Context: an optimization exercise on an open-source flow, tuned for small area. The choices shown serve that exercise and are no tape-out recipe. The RTL was checked by simulation tests, not by an equivalence proof against the original design. In this run the design's own scripts or RTL, not TritonCTS, make the clock network. The flow treats the clock pin as an ideal source. Dropping or thinning the clock tree relies on that and would not hold on a real chip. Power and IR drop assume default switching activity.

**flow/config.mk**
```make
export PLATFORM = sky130hd
export DESIGN_NAME = mdc_if_top
export DESIGN_NICKNAME = mdc_if_top
export VERILOG_FILES = /design/flow/design.v
export SDC_FILE = /design/flow/constraint.sdc
export NUM_CORES = 4
export LEC_CHECK = 0
export CAP_MARGIN = 0
export CORE_MARGIN = 2
export CORE_UTILIZATION = 40
export GPL_TIMING_DRIVEN = 0
export SLEW_MARGIN = 0
```
**flow/flow/clock_tree.tcl**
```tcl
# Replace the clock tree CTS built with a one-level tree: the clock port
# drives a few buffers, each placed at the centre of the flip-flops it
# drives, the flip-flops split into compact groups by position. For each candidate
# in CLKTREE_CANDIDATES ("count cell extra" triples, extra loosening the
# balance of the groups), the buffer of any group whose
# estimated clock-pin slew is over CLKTREE_MAX_SLEW (ns) is upsized until
# none is; the candidate with the smallest buffer area is kept.
set block [ord::get_db_block]
set db [ord::get_db]
set clk_port_net [$block findNet $::env(CLKTREE_PORT)]

proc tree_cells {root} {
  # buffers and sinks below root
  set sinks {}; set bufs {}
  set todo [list $root]
  while {[llength $todo]} {
    set net [lindex $todo 0]
    set todo [lrange $todo 1 end]
    foreach it [$net getITerms] {
      if {[$it isOutputSignal]} { continue }
      set inst [$it getInst]
      set mname [[$inst getMaster] getName]
      if {[regexp {^sky130_fd_sc_hd__(clkbuf|clkinv|buf|inv|clkdlybuf)} $mname]} {
        if {[lsearch $bufs $inst] < 0} {
          lappend bufs $inst
          foreach o [$inst getITerms] {
            if {[$o isOutputSignal]} { lappend todo [$o getNet] }
          }
        }
      } else {
        lappend sinks $it
      }
    }
  }
  return [list $sinks $bufs]
}

proc rip_tree {root} {
  lassign [tree_cells $root] sinks bufs
  foreach b $bufs {
    set onets {}
    foreach o [$b getITerms] {
      if {[$o isOutputSignal]} { lappend onets [$o getNet] }
    }
    foreach it [$b getITerms] { $it disconnect }
    odb::dbInst_destroy $b
    foreach n $onets {
      if {$n != "NULL" && $n != $root} { odb::dbNet_destroy $n }
    }
  }
  foreach it $sinks { $it disconnect }
  return $sinks
}

proc split_groups {items k} {
  if {$k <= 1} { return [list $items] }
  set xs {}; set ys {}
  foreach e $items { lappend xs [lindex $e 0]; lappend ys [lindex $e 1] }
  set xs [lsort -integer $xs]; set ys [lsort -integer $ys]
  set axis [expr {([lindex $xs end] - [lindex $xs 0]) >= ([lindex $ys end] - [lindex $ys 0]) ? 0 : 1}]
  set items [lsort -integer -index $axis $items]
  set k1 [expr {$k / 2}]
  set n1 [expr {[llength $items] * $k1 / $k}]
  return [concat [split_groups [lrange $items 0 [expr {$n1 - 1}]] $k1] \
                 [split_groups [lrange $items $n1 end] [expr {$k - $k1}]]]
}

# refine the groups: balanced k-means (each group at most ceil(n/k) + extra
# sinks),
# assigning the closest sink-centre pairs first, starting from the bisection
proc kmeans_groups {items k extra} {
  set groups [split_groups $items $k]
  set n [llength $items]
  set cap [expr {($n + $k - 1) / $k + $extra}]
  for {set round 0} {$round < 20} {incr round} {
    set centres {}
    foreach grp $groups {
      set sx 0; set sy 0
      foreach e $grp { set sx [expr {$sx + [lindex $e 0]}]; set sy [expr {$sy + [lindex $e 1]}] }
      lappend centres [list [expr {$sx / [llength $grp]}] [expr {$sy / [llength $grp]}]]
    }
    set pairs {}
    for {set i 0} {$i < $n} {incr i} {
      set e [lindex $items $i]
      for {set g 0} {$g < $k} {incr g} {
        set c [lindex $centres $g]
        lappend pairs [list [expr {abs([lindex $e 0] - [lindex $c 0]) + abs([lindex $e 1] - [lindex $c 1])}] $i $g]
      }
    }
    set pairs [lsort -integer -index 0 $pairs]
    set done {}
    set count [lrepeat $k 0]
    set new [lrepeat $k {}]
    foreach pr $pairs {
      lassign $pr d i g
      if {[dict exists $done $i] || [lindex $count $g] >= $cap} { continue }
      dict set done $i 1
      lset count $g [expr {[lindex $count $g] + 1}]
      lset new $g [concat [lindex $new $g] [list [lindex $items $i]]]
    }
    if {$new eq $groups} { break }
    set groups $new
  }
  return $groups
}

proc build_tree {root sinks cells extra} {
  set block [ord::get_db_block]
  set items {}
  foreach it $sinks {
    set box [[$it getInst] getBBox]
    lappend items [list [expr {([$box xMin] + [$box xMax]) / 2}] [expr {([$box yMin] + [$box yMax]) / 2}] $it]
  }
  set nbuf [llength $cells]
  set groups [kmeans_groups $items $nbuf $extra]
  set result {}
  for {set g 0} {$g < $nbuf} {incr g} {
    set grp [lindex $groups $g]
    set master [[ord::get_db] findMaster [lindex $cells $g]]
    set net [odb::dbNet_create $block "clknet_leaf_$g"]
    $net setSigType CLOCK
    set inst [odb::dbInst_create $block $master "clkbuf_leaf_$g"]
    [$inst findITerm A] connect $root
    [$inst findITerm X] connect $net
    set sx 0; set sy 0
    set gs {}
    foreach e $grp {
      [lindex $e 2] connect $net
      lappend gs [lindex $e 2]
      set sx [expr {$sx + [lindex $e 0]}]
      set sy [expr {$sy + [lindex $e 1]}]
    }
    set cnt [llength $grp]
    $inst setLocation [expr {$sx / $cnt}] [expr {$sy / $cnt}]
    $inst setPlacementStatus PLACED
    lappend result [list $inst $gs]
  }
  return $result
}

proc max_clk_slew {sinks} {
  set mx 0
  foreach it $sinks {
    set pin [get_pins [[$it getInst] getName]/[[$it getMTerm] getName]]
    set s [get_property $pin slew_max]
    if {$s > $mx} { set mx $s }
  }
  return $mx
}

set upsize(sky130_fd_sc_hd__clkbuf_2) sky130_fd_sc_hd__clkbuf_4
set upsize(sky130_fd_sc_hd__clkbuf_4) sky130_fd_sc_hd__clkbuf_8
set upsize(sky130_fd_sc_hd__clkbuf_8) sky130_fd_sc_hd__clkbuf_16
proc cell_area {name} {
  set m [[ord::get_db] findMaster $name]
  return [expr {[$m getWidth] * [$m getHeight]}]
}

$clk_port_net setSigType CLOCK
set sinks [rip_tree $clk_port_net]
puts "clock_tree: [llength $sinks] sinks"
set best_cells {}
set best_area 0
foreach {nbuf cell extra} $::env(CLKTREE_CANDIDATES) {
  set cells [lrepeat $nbuf $cell]
  while 1 {
    set groups [build_tree $clk_port_net $sinks $cells $extra]
    detailed_placement
    estimate_parasitics -placement
    set worst -1; set worst_slew 0
    for {set g 0} {$g < $nbuf} {incr g} {
      set s [max_clk_slew [lindex $groups $g 1]]
      puts "clock_tree: trying $cells: group $g ([llength [lindex $groups $g 1]] sinks) estimated slew $s"
      if {$s > $::env(CLKTREE_MAX_SLEW) && $s > $worst_slew} { set worst $g; set worst_slew $s }
    }
    set sinks [rip_tree $clk_port_net]
    if {$worst < 0} { break }
    set c [lindex $cells $worst]
    if {![info exists upsize($c)]} { set cells {}; break }
    lset cells $worst $upsize($c)
  }
  if {[llength $cells] == 0} { continue }
  set area 0
  foreach c $cells { set area [expr {$area + [cell_area $c]}] }
  puts "clock_tree: candidate $nbuf x $cell (extra $extra) gives $cells, area $area"
  if {[llength $best_cells] == 0 || $area < $best_area} {
    set best_cells $cells
    set best_extra $extra
    set best_area $area
  }
}
puts "clock_tree: using $best_cells"
set groups [build_tree $clk_port_net $sinks $best_cells $best_extra]
detailed_placement
estimate_parasitics -placement
for {set g 0} {$g < [llength $best_cells]} {incr g} {
  puts "clock_tree: [[lindex $groups $g 0] getName] ([lindex $best_cells $g]) drives [llength [lindex $groups $g 1]] sinks, estimated slew [max_clk_slew [lindex $groups $g 1]]"
}
check_placement -verbose
estimate_parasitics -placement
repair_timing -hold
detailed_placement
check_placement -verbose
report_clock_skew
```
**flow/flow/abc5.script**
```
strash
collapse
strash
&get -n
&deepsyn -T 20
&dch -f
&nf -R 1000
&put
```
**flow/flow/abc1.script**
```
strash
&get -n
&deepsyn -T 20
&dch -f
&nf -R 1000
&put
```
**flow/flow/run.sh**
```bash
#!/bin/bash
set -euo pipefail
W=$PWD
R=$W/orfs/results/sky130hd/mdc_if_top/base

# 1. standard synthesis, unchanged
bash standard.sh synth > 01_synth_standard.log 2>&1

# 2. re-map the combinational cells for area; flip-flops keep names and cells.
#    Two starting points: the standard synthesis netlist, and the RTL
#    synthesized directly with its flip-flops renamed to the standard names.
cp $R/1_2_yosys.v $W/synth_standard.v
starts="$W/synth_standard.v"
if RTL_IN=$W/design.v RTL_OUT=$W/synth_rtl_raw.v yosys -c $W/flow/rtl_synth.tcl > 02a_rtl_synth.log 2>&1 &&
   python3 $W/flow/rename_flops.py $W/synth_standard.v $W/synth_rtl_raw.v $W/synth_rtl.v > 02b_rename_flops.log 2>&1; then
  starts="$starts $W/synth_rtl.v"
fi
best=""
best_area=""
k=0
for start in $starts; do
  k=$((k + 1))
  SYNTH_IN=$start SYNTH_OUT=$W/synth_remap$k.v \
    ABC_SCRIPTS="$(ls $W/flow/abc*.script | tr '\n' ' ')" REMAP_PASSES=1 \
    yosys -c $W/flow/remap.tcl > 02c_remap$k.log 2>&1 || continue
  area=$(sed -n "s/.*Chip area for module '.mdc_if_top': \([0-9.]*\).*/\1/p" $W/synth_remap$k.v.stat)
  echo "start $start: area $area" >> 02d_remap_choice.log
  if [ -z "$best" ] || awk "BEGIN {exit !($area < $best_area)}"; then
    best=$W/synth_remap$k.v
    best_area=$area
  fi
done
echo "kept $best ($best_area)" >> 02d_remap_choice.log
cp $best $W/synth_remap.v
cp $W/synth_remap.v $R/1_2_yosys.v
rm -f $R/1_synth.odb $R/1_synth.sdc

# 3. the rest of the standard flow
export BUFFER_PORTS_ARGS="-buffer_cell sky130_fd_sc_hd__buf_1"
export CTS_ARGS="-sink_clustering_enable -repair_clock_nets -dont_use_dummy_load -root_buf sky130_fd_sc_hd__clkbuf_4 -buf_list sky130_fd_sc_hd__clkbuf_4"
export POST_CTS_TCL=$W/flow/clock_tree.tcl CLKTREE_CANDIDATES="2 sky130_fd_sc_hd__clkbuf_8 0 2 sky130_fd_sc_hd__clkbuf_8 2 3 sky130_fd_sc_hd__clkbuf_4 0 4 sky130_fd_sc_hd__clkbuf_4 0 4 sky130_fd_sc_hd__clkbuf_4 1 4 sky130_fd_sc_hd__clkbuf_4 2 4 sky130_fd_sc_hd__clkbuf_4 3 5 sky130_fd_sc_hd__clkbuf_4 0" CLKTREE_MAX_SLEW=0.12 CLKTREE_PORT=clk_8_3mhz
bash standard.sh > 03_layout.log 2>&1
```
**flow/flow/rtl_synth.tcl**
```tcl
# A second starting point for the area re-mapping: the RTL synthesized
# directly (flattened, without the fsm and share passes, as the standard
# synthesis does), its flip-flops mapped to the same cells. rename_flops.py
# then gives each flip-flop the name the standard synthesis gave it.
yosys -import
set lib /OpenROAD-flow-scripts/flow/platforms/sky130hd/lib/sky130_fd_sc_hd__tt_025C_1v80.lib
read_liberty -lib $lib
read_verilog $::env(RTL_IN)
synth -top mdc_if_top -flatten -nofsm -noshare
dfflibmap -liberty $lib -dont_use *probe* -dont_use *lpflow*
opt
abc -liberty $lib -dont_use *probe* -dont_use *lpflow*
opt_clean -purge
check -assert
write_verilog -noattr -nohex -nodec $::env(RTL_OUT)
```
**flow/flow/remap.tcl**
```tcl
# Re-map the combinational logic of the standard synthesis netlist for
# minimum area: each ABC script in ABC_SCRIPTS is tried and the smallest
# result kept. Each pass re-maps the smallest netlist of the pass before,
# for REMAP_PASSES passes, and the smallest netlist of all passes is kept. Flip-flop cells are
# black boxes throughout, so their instance names, cell types and
# connections stay as the standard synthesis made them.
yosys -import
set lib /OpenROAD-flow-scripts/flow/platforms/sky130hd/lib/sky130_fd_sc_hd__tt_025C_1v80.lib

proc load_gates {lib file} {
  design -reset
  read_liberty -ignore_miss_func $lib
  blackbox sky130_fd_sc_hd__df* sky130_fd_sc_hd__edf* sky130_fd_sc_hd__sdf* sky130_fd_sc_hd__dl*
  read_verilog $file
  hierarchy -top mdc_if_top
  flatten
  opt -purge
}

set best_area 1e18
set best_file ""
set cur $::env(SYNTH_IN)
for {set pass 1} {$pass <= $::env(REMAP_PASSES)} {incr pass} {
  load_gates $lib $cur
  design -save base
  set pass_area 1e18
  set pass_file ""
  set i 0
  foreach script $::env(ABC_SCRIPTS) {
    incr i
    design -load base
    abc -liberty $lib -dont_use *probe* -dont_use *lpflow* -script $script
    opt_clean -purge
    set st [tee -q -s result.string stat -liberty $lib]
    regexp {Chip area for module '\\mdc_if_top': ([0-9.]+)} $st -> area
    puts "remap: pass $pass $script area $area"
    if {$area < $pass_area} {
      set pass_area $area
      set pass_file $::env(SYNTH_OUT).pass${pass}_try$i.v
      write_verilog -noattr -selected -nohex -nodec $pass_file
    }
  }
  if {$pass_area < $best_area} {
    set best_area $pass_area
    set best_file $pass_file
  }
  puts "remap: after pass $pass best $best_file area $best_area"
  set cur $pass_file
}

design -reset
read_liberty -lib $lib
read_verilog $best_file
hierarchy -top mdc_if_top
opt_clean -purge
yosys rename -hide w:*.*
opt_clean -purge
hilomap -singleton -hicell sky130_fd_sc_hd__conb_1 HI -locell sky130_fd_sc_hd__conb_1 LO
insbuf -buf sky130_fd_sc_hd__buf_1 A X
opt_clean -purge
tee -o $::env(SYNTH_OUT).stat stat -liberty $lib
check -assert -mapped
write_verilog -noattr -nohex -nodec $::env(SYNTH_OUT)
```
**flow/flow/abc3.script**
```
strash
&get -n
&deepsyn -T 20
&dc2
&dch -f
&nf -R 1000
&put
```
**flow/standard.sh**
```bash
#!/bin/bash
# synth_recipe.tcl (not shown) runs the flow's synth.tcl, then flattens the netlist and writes it again
# the make line also repeats each setting of config.mk as NAME=value (left out here)
make -C /OpenROAD-flow-scripts/flow DESIGN_CONFIG=/design/flow/config.mk WORK_HOME=/design/flow/orfs CLKGATE_MAP_FILE= SYNTH_SCRIPT=/design/flow/synth_recipe.tcl "${@:-finish}"
```
**flow/constraint.sdc**
```tcl
create_clock -name core_clock -period 20.0 [get_ports {clk_8_3mhz}]
set_input_delay 4.0000 -clock core_clock [delete_from_list [all_inputs] [get_ports {clk_8_3mhz}]]
set_output_delay 4.0000 -clock core_clock [all_outputs]
set_load 0.01 [all_outputs]
```
**flow/flow/abc4.script**
```
strash
collapse
sop
fx
strash
&get -n
&deepsyn -T 20
&dch -f
&nf -R 1000
&put
```
**flow/design.v**
```verilog
`timescale 1ns / 1ps
module mdc_if_top(
    input clk_8_3mhz,
    input reset_n,
    input mdio_in,
    output reg [15:0] read_reg_data,
    output read_valid,
    output busy,
    output mdio_out,
    output read_en
    );
reg [6:0] c;
reg [3:0] f;
reg [15:0] sr;
wire done = f[3] & f[2] & f[1];
wire rd   = f[0];
always @(posedge clk_8_3mhz)
begin
  if (!reset_n) begin
    c <= 7'd21;
    f <= 4'd15;
  end else begin
    c <= (&c) ? 7'd20 : c + 7'd1;
    if (c == 7'd27 && f != 4'd14)
      f <= f + 4'd1;
  end
end
reg [4:0] addr;
reg [15:0] data;
always @*
begin
  case (f[3:1])
    3'd0: begin addr = 5'h00; data = 16'hA000; end
    3'd1: begin addr = 5'h10; data = 16'h1023; end
    3'd2: begin addr = 5'h16; data = 16'h0002; end
    3'd3: begin addr = 5'h15; data = 16'h3000; end
    3'd4: begin addr = 5'h00; data = 16'hA000; end
    3'd5: begin addr = 5'h04; data = 16'h0081; end
    3'd6: begin addr = 5'h02; data = 16'h0000; end
    default: begin addr = 5'h05; data = 16'h2080; end  
  endcase
end
wire [31:0] frame = {2'b01, rd ? 2'b10 : 2'b01, 5'b00011, addr, 2'b10, data};
wire bit_out = frame[~c[4:0]];
assign mdio_out = ~reset_n | ~(c[6:5] == 2'b10) | bit_out | done;
assign busy = ~done & ~(c >= 7'd23 && c <= 7'd27);
assign read_en = reset_n & rd & (c == 7'd78 || (c >= 7'd80 && c <= 7'd96));
assign read_valid = rd & (c == 7'd20);
always @(posedge clk_8_3mhz)
  sr <= {sr[14:0], (rd && c[6:4] == 3'b101) ? mdio_in : sr[15]};
wire ld = rd & (&c);
wire ld1 = reset_n & ld;
wire ld0 = reset_n & ~ld;
always @(posedge clk_8_3mhz)
  read_reg_data <= ({16{ld1}} & {sr[14:0], sr[15]}) | ({16{ld0}} & read_reg_data);
endmodule
```
**flow/flow/rename_flops.py**
```python
#!/usr/bin/env python3
"""Give each flip-flop of a netlist the instance name the standard synthesis
gave the flip-flop that drives the same register net (its Q net).

usage: rename_flops.py STANDARD.v IN.v OUT.v
Exits with status 1, writing nothing, unless both netlists have the same
flip-flops: the same count, Q nets and cell types."""
import re
import sys

INST = re.compile(r'^(\s*)(sky130_fd_sc_hd__\w+)\s+(\S+)\s*\((.*?)\);', re.M | re.S)
QPIN = re.compile(r'\.Q\(\s*(.*?)\s*\)', re.S)


def norm(net):
    return net.strip().lstrip('\\').strip()


def aliases(text):
    """single-bit nets joined by assign statements: net -> set of names"""
    cls = {}
    for a, b in re.findall(r'^\s*assign\s+(\\?\S+(?:\s*\[\d+\])?)\s*=\s*(\\?\S+(?:\s*\[\d+\])?)\s*;', text, re.M):
        a, b = norm(a).replace(' ', ''), norm(b).replace(' ', '')
        if ':' in a or ':' in b or "'" in a or "'" in b:
            continue
        s = cls.get(a, {a}) | cls.get(b, {b})
        for n in s:
            cls[n] = s
    return cls


def flops(text):
    cls = aliases(text)
    out = {}
    for m in INST.finditer(text):
        cell, name, body = m.group(2), m.group(3), m.group(4)
        if not re.match(r'sky130_fd_sc_hd__(df|edf|sdf)', cell):
            continue
        q = QPIN.search(body)
        if not q:
            sys.exit('flip-flop %s without Q' % name)
        for n in cls.get(norm(q.group(1)).replace(' ', ''), {norm(q.group(1)).replace(' ', '')}):
            out[n] = (cell, name)
    return out


std_text = open(sys.argv[1]).read()
new_text = open(sys.argv[2]).read()
std = flops(std_text)
new = flops(new_text)
rename = {}
for q, (cell, name) in std.items():
    if q not in new or new[q][0] != cell:
        print('no flip-flop of type %s on net %s' % (cell, q))
        sys.exit(1)
    if rename.get(new[q][1], name) != name:
        print('flip-flop %s matches two standard names' % new[q][1])
        sys.exit(1)
    rename[new[q][1]] = name
if len(rename) != len(set(v[1] for v in std.values())) or \
        len(rename) != len(set(v[1] for v in new.values())):
    print('flip-flop counts differ')
    sys.exit(1)


def sub(m):
    indent, cell, name, body = m.groups()
    if name in rename:
        name = rename[name]
    return '%s%s %s (%s);' % (indent, cell, name, body)


out = INST.sub(sub, new_text)
open(sys.argv[3], 'w').write(out)
print('renamed %d flip-flops' % len(rename))
```
**flow/flow/abc2.script**
```
strash
&get -n
&deepsyn -T 20
&dch -f
&nf -R 1000
&put
strash
&get -n
&deepsyn -T 20
&dch -f
&nf -R 1000
&put
```
==> run summary <==
CP max stage cell a311o_1; final worst slack 10690 ps; CP Cell Sequence buf_1 > clkinv_1 > a21oi_1 > nand4_1 > a311o_1 > buf_1; Worst Path Max Fanout 9; Via Count 1113; Routed WL 2750 µm; reg2reg setup slack 16840 ps; crit path launch reset_n; reg2reg path depth 6; Worst Path Buf+Inv 3; Max Transition Viols Final 0; CP startpoint kind input port; Total GRT Usage 14.4%; first-pass GRT wire length 4590 µm; Worst IR Drop VDD 39.5 µV; Power, Total 126 µW; count of final setup violators 0; # diodes 0; initial antenna violation count 0; Routed wire per std cell 13.4 µm; Final ANT Viol Nets 0; hpwl dp 1890 µm; Die Wd 63.4 µm; CORE AREA 0.00336 mm²; min Tclk post-route 9310 ps; Crit path top cell by count buf_1; R2R Path Start c[1]$_SDFF_PP0_; pin count of the biggest net entering global routing 18; dominant delay contributor by cell family on the critical path buffers and inverters; period utilisation layout 46.6%; Slew HR 23.0%; setup total negative slack 0 ps; row count 21; hold depth 0; slowest stage delay, CP 300 ps; Synth warnings 1; gr ovfl total 0; Leakage 0.584 nW; Worst path depth 6; Vias/cell 5.43; crit path DAT 5310 ps; Hold Crit Class flip-flop to flip-flop; Worst-path clk slew 110 ps; CP Data Required Time 16000 ps; Worst Setup Path Type input port to primary output; DRC 0; unrepaired setup endpoints after global routing false; layout cell share with drive strength beyond 1 2.52%; Synth Net Count 136; pre-CTS setup slack 10710 ps; synthesized area per cell 10.6 µm²; Clock Sinks 43; # Max-Cap Violations 0; outcome timing/DRC/antenna clean; full die area 0.00402 mm²; vias in the first global route 978; DRT Pass-1 Iters 5; Top Ports 23; Clk Latency, worst-skew pair 170 ps; Routability Congestion 0.821; Hold Slack 349 ps; Initial Utilization 41.9%; clock skew 12.5 ps; Nets 164; final hold vios 0; Core Util, Final 47.0%; Synth Instances 133; pwr/cell area 80.0 mW/mm²; Reg2Reg Capture Point read_reg_data[12]$_DFF_P_; synthesis-to-finish area growth 12.1%; Syn Std Cell Area 0.00141 mm²; IO buf count 22; Worst-Margin Slew 1150 ps; capture point of the critical path mdio_out; Iter 0 DRT Violations 54; chip height 63.4 µm; CP Capture Type primary output; f_max 107 MHz
sequential cells by signal, summed over array words and instances (netlist names):
name / flops
read_reg_data: 16
sr: 16
f: 4
c: 7
worst min-delay path by stage:
stage                              start        endpoint  slack, ps
after floorplan            sr[9]$_DFF_P_  sr[10]$_DFF_P_        330
after global placement     sr[7]$_DFF_P_   sr[8]$_DFF_P_        330
after detailed placement   sr[9]$_DFF_P_  sr[10]$_DFF_P_        340
after global routing      sr[10]$_DFF_P_  sr[11]$_DFF_P_        370
final                     sr[11]$_DFF_P_  sr[12]$_DFF_P_        350
final cells by class:
class                           count  area (µm²)
Fill cell                         354        1780
Tap cell                           46        57.6
Inverter                            5        18.8
Sequential cell                    43         861
Multi-Input combinational cell     85         531
Buffer                              4        30.0
Timing Repair Buffer               22        82.6
per-stage QoR:
step / std cells / instance area (µm²)
6_report: 205 / 1580
5_1_grt: 205 / 1580
3_5_place_dp: 201 / 1550
3_3_place_gp: 201 / 1550
2_1_floorplan: 133 / 1410
report_power, final:
group | switching, mW | internal [mW] | total (mW)
Clock | 0.0204 | 0.00961 | 0.0300
Combinational | 0.00423 | 0.00271 | 0.00694
Sequential | 0.00253 | 0.0870 | 0.0895
Total | 0.0272 | 0.0993 | 0.126
per-layer routing:
metal | up-vias | track usage (%) | part of all wire (%)
met1 | 520 | 19.8 | 47
li1 | 549 | - | -
met5 | - | 0 | 0
met4 | 0 | 4.89 | 0.65
met2 | 41 | 22.1 | 46
met3 | 3 | 3.57 | 6.3
placed cells by master (no fill, tap or decap), types with 2 or more instances in the layout:
cell / instances
dfxtp_1: 43
buf_1: 22
a22o_1: 16
nor2_1: 14
nand2_1: 12
a21oi_1: 8
clkinv_1: 5
a31oi_1: 5
o21ai_0: 4
clkbuf_4: 4
nor3_1: 2
nand3_1: 2
or3_1: 2
nand4b_1: 2

==> static timing again, ports no longer ideal <==
The flow's constraints put no driver on any port. The routed layout listed below was extracted and timed again, unchanged, in two steps.
Step 1, drivers: a clkbuf_16 drives clk_8_3mhz and a buf_2 each remaining input, both assumed.
Step 2 times the ports against the registers' clock, not the clock port: input delays grow and output delays shrink by t, the midpoint of the rising clock arrivals with the driver on.
Slacks: ideal ports / drivers / drivers and shift; pairs: ideal ports / drivers.
t, ns: 0.202
setup slack, ns: 10.689 / 10.664 / 10.664
slew at the worst register clock pin (ns): 0.11 / 0.11
worst slew at a driven data input, ns: 0.04
After both steps setup and hold are still met in this run. The setup slack of this run moves by -0.025 ns with the drivers and by -0.025 ns with both steps.
